Background: an optimization exercise with open tools, aiming at small area. Do not read the settings as production practice.
Where RTL was checked, it was by simulation tests only, not by an equivalence proof against the original.
The flow treats the clock pin as an ideal source, which a real chip does not have.
Power and IR drop assume default switching activity.

## main
==> flow/design.v <==
`timescale 1ns / 1ps
module top(
    input clk_100MHz,
    input rst,
    input reset_button,
    input saveH_button,
    input saveL_button,
    input [7:0] sensors_input,
    input [7:0] setup_input,
    output reg [7:0] cathodes,  
    output reg [7:0] anodes,  
    output reg [2:0] LED1,  
    output reg [2:0] LED2  
    );
    function [3:0] level;
        input [7:0] c;
        level = {c[7], c[3] & ~c[7], (c[1] & ~c[3]) | (c[5] & ~c[7]),
                 (c[0] & ~c[1]) | (c[2] & ~c[3]) | (c[4] & ~c[5]) | (c[6] & ~c[7])};
    endfunction
    function valid;
        input [7:0] c;
        valid = ~|(c[7:1] & ~c[6:0]);
    endfunction
    reg rb_out, sh_out, sl_out;
    reg prev_sh, prev_sl;
    wire reset = rst | rb_out;
    reg [9:0] scan;
    wire tick = (&scan[8:6]) & (&scan[4:0]);
    always @(posedge clk_100MHz)
        if (reset | tick) scan <= 10'd499;
        else scan <= {scan[8:0], ~(scan[9] ^ scan[6])};
    reg [1:0] digit;
    reg [6:0] m;
    reg phase;
    wire m_last = ({m[6:5], m[3:0]} == 6'b10_0000);
    wire m_step = tick & (&digit);
    always @(posedge clk_100MHz)
        if (reset) begin
            digit <= 2'd0; m <= 7'd0; phase <= 1'b0;
        end else begin
            if (tick) digit <= digit + 2'd1;
            if (m_step) m <= m_last ? 7'd0 : {m[5:0], ~(m[6] ^ m[5])};
            if (m_step & m_last) phase <= ~phase;
        end
    wire blink = ~phase & ~(m_step & m_last);
    always @(posedge clk_100MHz)
        rb_out <= ~reset & tick & reset_button;
    always @(posedge clk_100MHz)
        if (reset) begin
            sh_out <= 1'b0; sl_out <= 1'b0;
            prev_sh <= 1'b0; prev_sl <= 1'b0;
        end else if (tick) begin
            sh_out <= saveH_button & ~prev_sh;
            sl_out <= saveL_button & ~prev_sl;
            prev_sh <= saveH_button;
            prev_sl <= saveL_button;
        end
    reg [3:0] k1;
    reg [2:0] k2;
    reg G, L;
    wire k2_8 = G & ~|k2;
    reg [2:0] h3, lo;
    wire h8 = ~|h3;
    wire [3:0] sl = level(setup_input);
    wire sv = valid(setup_input);
    wire err = ~valid(sensors_input);
    wire sl_gt_lo = sl[3] | (sl[2:0] > lo);
    wire sl_lt_hi = ~sl[3] & (h8 | (sl[2:0] < h3));
    always @(posedge clk_100MHz)
        if (reset) begin
            k1 <= 4'd0; k2 <= 3'd0; G <= 1'b0; L <= 1'b0;
            h3 <= 3'd0; lo <= 3'd0;
        end else begin
            k1 <= err ? 4'd0 : level(sensors_input);
            k2 <= k1[2:0];
            G <= k1[3] | (~h8 & (k1[2:0] >= h3));
            L <= ~k1[3] & (k1[2:0] <= lo);
            if (sh_out & sv & sl_gt_lo) h3 <= sl[2:0];
            else if (sl_out & sv & sl_lt_hi) lo <= sl[2:0];
        end
    reg [7:0] tens_pat, units_pat;
    always @(*)
        if (k2_8) begin
            tens_pat = 8'h03;
            units_pat = 8'h03;
        end else begin
            tens_pat = (k2 == 3'd0) ? 8'hFF : (k2 == 3'd1) ? 8'h9F :
                       (k2 == 3'd2) ? 8'h25 : (k2 == 3'd3) ? 8'h0D :
                       (k2 == 3'd4) ? 8'h49 : (k2 == 3'd5) ? 8'h41 :
                       (k2 == 3'd6) ? 8'h1F : 8'h01;
            units_pat = (k2 == 3'd1) ? 8'h25 : (k2 == 3'd2) ? 8'h49 :
                        (k2 == 3'd3) ? 8'h01 : (k2 == 3'd5) ? 8'h0D :
                        (k2 == 3'd6) ? 8'h49 : (k2 == 3'd7) ? 8'h01 : 8'h03;
        end
    wire [7:0] hund_pat = k2_8 ? 8'h9F : 8'hFF;
    wire [7:0] stat_pat = err ? 8'h61 : G ? 8'h91 : L ? 8'hE3 : 8'hC5;
    wire [7:0] digit_pat =
        (digit == 2'd0) ? hund_pat : (digit == 2'd1) ? tens_pat :
        (digit == 2'd2) ? units_pat : stat_pat;
    wire [2:0] led = err ? 3'b100 : G ? {blink, 2'b00} : L ? {blink, blink, 1'b0} : 3'b010;
    always @(*) begin
        anodes = reset ? 8'hFF : {~(4'b1000 >> digit), 4'hF};
        cathodes = reset ? 8'hFF : digit_pat;
        LED1 = reset ? 3'd0 : led;
        LED2 = LED1;
    end
endmodule
export LEC_CHECK = 0
export CAP_MARGIN = 10
export CORE_MARGIN = 2
export CORE_UTILIZATION = 40
export GPL_TIMING_DRIVEN = 0
export SLEW_MARGIN = 10
create_clock -name core_clock -period 10.0 [get_ports {clk_100MHz}]
standard.sh (not shown) runs the stock make flow with config.mk's settings and CLKGATE_MAP_FILE= SYNTH_SCRIPT=/design/flow/synth_recipe.tcl, a recipe that flattens the netlist after the stock synthesis.
==> flow/flow/run.sh <==
#!/bin/bash
# The standard ORFS layout (standard.sh) with these changes:
#  - synthesis maps the logic with an area-oriented abc script (deepsyn, then
#    &nf), once per deepsyn seed and variant, and keeps the smallest result (flow/abc_multi.tcl),
#    in place of ORFS's speed script; adders are left to abc (no ADDER_MAP_FILE);
#    everything else in synthesis is the standard flow's own (synth_recipe.tcl);
#  - port buffers use the smallest buffer cell;
#  - clock tree: clkbuf_4 buffers, clusters of up to 10 sinks, no dummy loads;
#    after CTS, flow/post_cts.tcl upsizes any clock buffer whose sinks' slew is
#    over 110 ps.
# Each tool's output is in orfs/logs/; make's output is in flow.log.
set -euo pipefail
HERE=$(pwd)
export ABC_DIR=$HERE/abc
# deepsyn variants: seed 0..5, each without and with two-input LUTs (-t)
export ABC_SEEDS="0 1 2 3 4 5 0t 1t 2t 3t 4t 5t"
mkdir -p $ABC_DIR
for s in $ABC_SEEDS; do
  opt="-S ${s%t}"
  [[ $s == *t ]] && opt="$opt -t"
  printf '%s\n' strash '&get -n' '&st' "&deepsyn -T 10 $opt" '&put' strash 'dch -f' \
    '&get -n' '&nf -R 1000' '&put' topo > $ABC_DIR/abc_area_s$s.script
done
{
  echo "source $HERE/flow/abc_multi.tcl"
  cat synth_recipe.tcl
} > area_synth.tcl
sed -e "s#SYNTH_SCRIPT=[^ ]*#SYNTH_SCRIPT=$HERE/area_synth.tcl ADDER_MAP_FILE=#" standard.sh > area_standard.sh
grep -q "SYNTH_SCRIPT=$HERE/area_synth.tcl ADDER_MAP_FILE=" area_standard.sh
export BUFFER_PORTS_ARGS="-buffer_cell sky130_fd_sc_hd__buf_1"
export REMOVE_ABC_BUFFERS=1
export SKIP_REPAIR_TIE_FANOUT=1
export CTS_ARGS="-sink_clustering_enable -repair_clock_nets -dont_use_dummy_load -sink_clustering_size 10 -buf_list {sky130_fd_sc_hd__clkbuf_4}"
export POST_CTS_TCL=$HERE/flow/post_cts.tcl
bash area_standard.sh > flow.log 2>&1
Other scripts of this flow, unchanged in this note and not shown: flow/flow/abc_multi.tcl, flow/flow/post_cts.tcl
[inputs] the feature branch vs main
--- a/flow/design.v
+++ b/flow/design.v
@@ -20,10 +20,12 @@
     function valid;
         input [7:0] c;
         valid = ~|(c[7:1] & ~c[6:0]);
     endfunction
-    reg rb_out, sh_out, sl_out;
+    reg sh_out, sl_out;
     reg prev_sh, prev_sl;
+    reg G, L;
+    wire rb_out = G & L;
     wire reset = rst | rb_out;
     reg [9:0] scan;
     wire tick = (&scan[8:6]) & (&scan[4:0]);
     always @(posedge clk_100MHz)
@@ -43,10 +45,8 @@
             if (m_step & m_last) phase <= ~phase;
         end
     wire blink = ~phase & ~(m_step & m_last);
     always @(posedge clk_100MHz)
-        rb_out <= ~reset & tick & reset_button;
-    always @(posedge clk_100MHz)
         if (reset) begin
             sh_out <= 1'b0; sl_out <= 1'b0;
             prev_sh <= 1'b0; prev_sl <= 1'b0;
         end else if (tick) begin
@@ -56,9 +56,9 @@
             prev_sl <= saveL_button;
         end
     reg [3:0] k1;
     reg [2:0] k2;
-    reg G, L;
+    wire rb_load = tick & reset_button;
     wire k2_8 = G & ~|k2;
     reg [2:0] h3, lo;
     wire h8 = ~|h3;
     wire [3:0] sl = level(setup_input);
@@ -72,10 +72,10 @@
             h3 <= 3'd0; lo <= 3'd0;
         end else begin
             k1 <= err ? 4'd0 : level(sensors_input);
             k2 <= k1[2:0];
-            G <= k1[3] | (~h8 & (k1[2:0] >= h3));
-            L <= ~k1[3] & (k1[2:0] <= lo);
+            G <= rb_load | k1[3] | (~h8 & (k1[2:0] >= h3));
+            L <= rb_load | (~k1[3] & (k1[2:0] <= lo));
             if (sh_out & sv & sl_gt_lo) h3 <= sl[2:0];
             else if (sl_out & sv & sl_lt_hi) lo <= sl[2:0];
         end
     reg [7:0] tens_pat, units_pat;
[summary]
- The feature branch ran to completion and came out clean on the timing, DRC and antenna checks.
- Clock sink total for the feature branch: 2.5% down relative to main
- The feature branch vs main on total leakage power: the feature branch is the higher one.
- The feature branch ended up with a higher fmax than main did.
- Power in sequential cells: the feature branch vs main — no meaningful difference
- In the tables for the feature branch and main, sequential cell area in the final layout reads lower with the feature branch.
- On fraction of the mapped netlist area in adder cells, the higher figure sits with the feature branch, not main.
- After detailed routing, main needs more wire than the feature branch.
- Between the feature branch and main, the fraction of power consumed by combinational cells is lower for main.
The RTL of main was laid out without a check of its function.

==> separate check: timing with driven ports <==
In the flow no input, the clock included, has a driving cell. The finished layouts below were timed again as built, in two steps. Step 1 (the two cells are an assumption about what drives the block):
set clk [get_ports {clk_100MHz}]
set_driving_cell -lib_cell sky130_fd_sc_hd__clkbuf_16 $clk
set_driving_cell -lib_cell sky130_fd_sc_hd__buf_2 [delete_from_list [all_inputs] $clk]
Step 2 times the ports against the registers' clock, not the clock port: input delays grow and output delays shrink by t, the midpoint of the rising clock arrivals with the driver on. Three values: no drivers, after step 1, after step 2; two values: the first two.
run | shift t [ns] | setup WS [ns] | worst hold slack (ns) | worst setup path at the end | slew at the worst register clock pin (ns)
main | 0.346 | 3.970 / 3.945 / 3.945 | 0.440 / 0.440 / 0.440 | input to output | 0.10 / 0.10
the feature branch | 0.350 | 4.213 / 4.186 / 4.186 | 0.421 / 0.421 / 0.421 | input to output | 0.09 / 0.09
After both steps setup and hold are still met in every run listed. For the feature branch, which loses most, drivers alone change the setup slack by -0.027 ns; drivers and shift together by -0.027 ns.
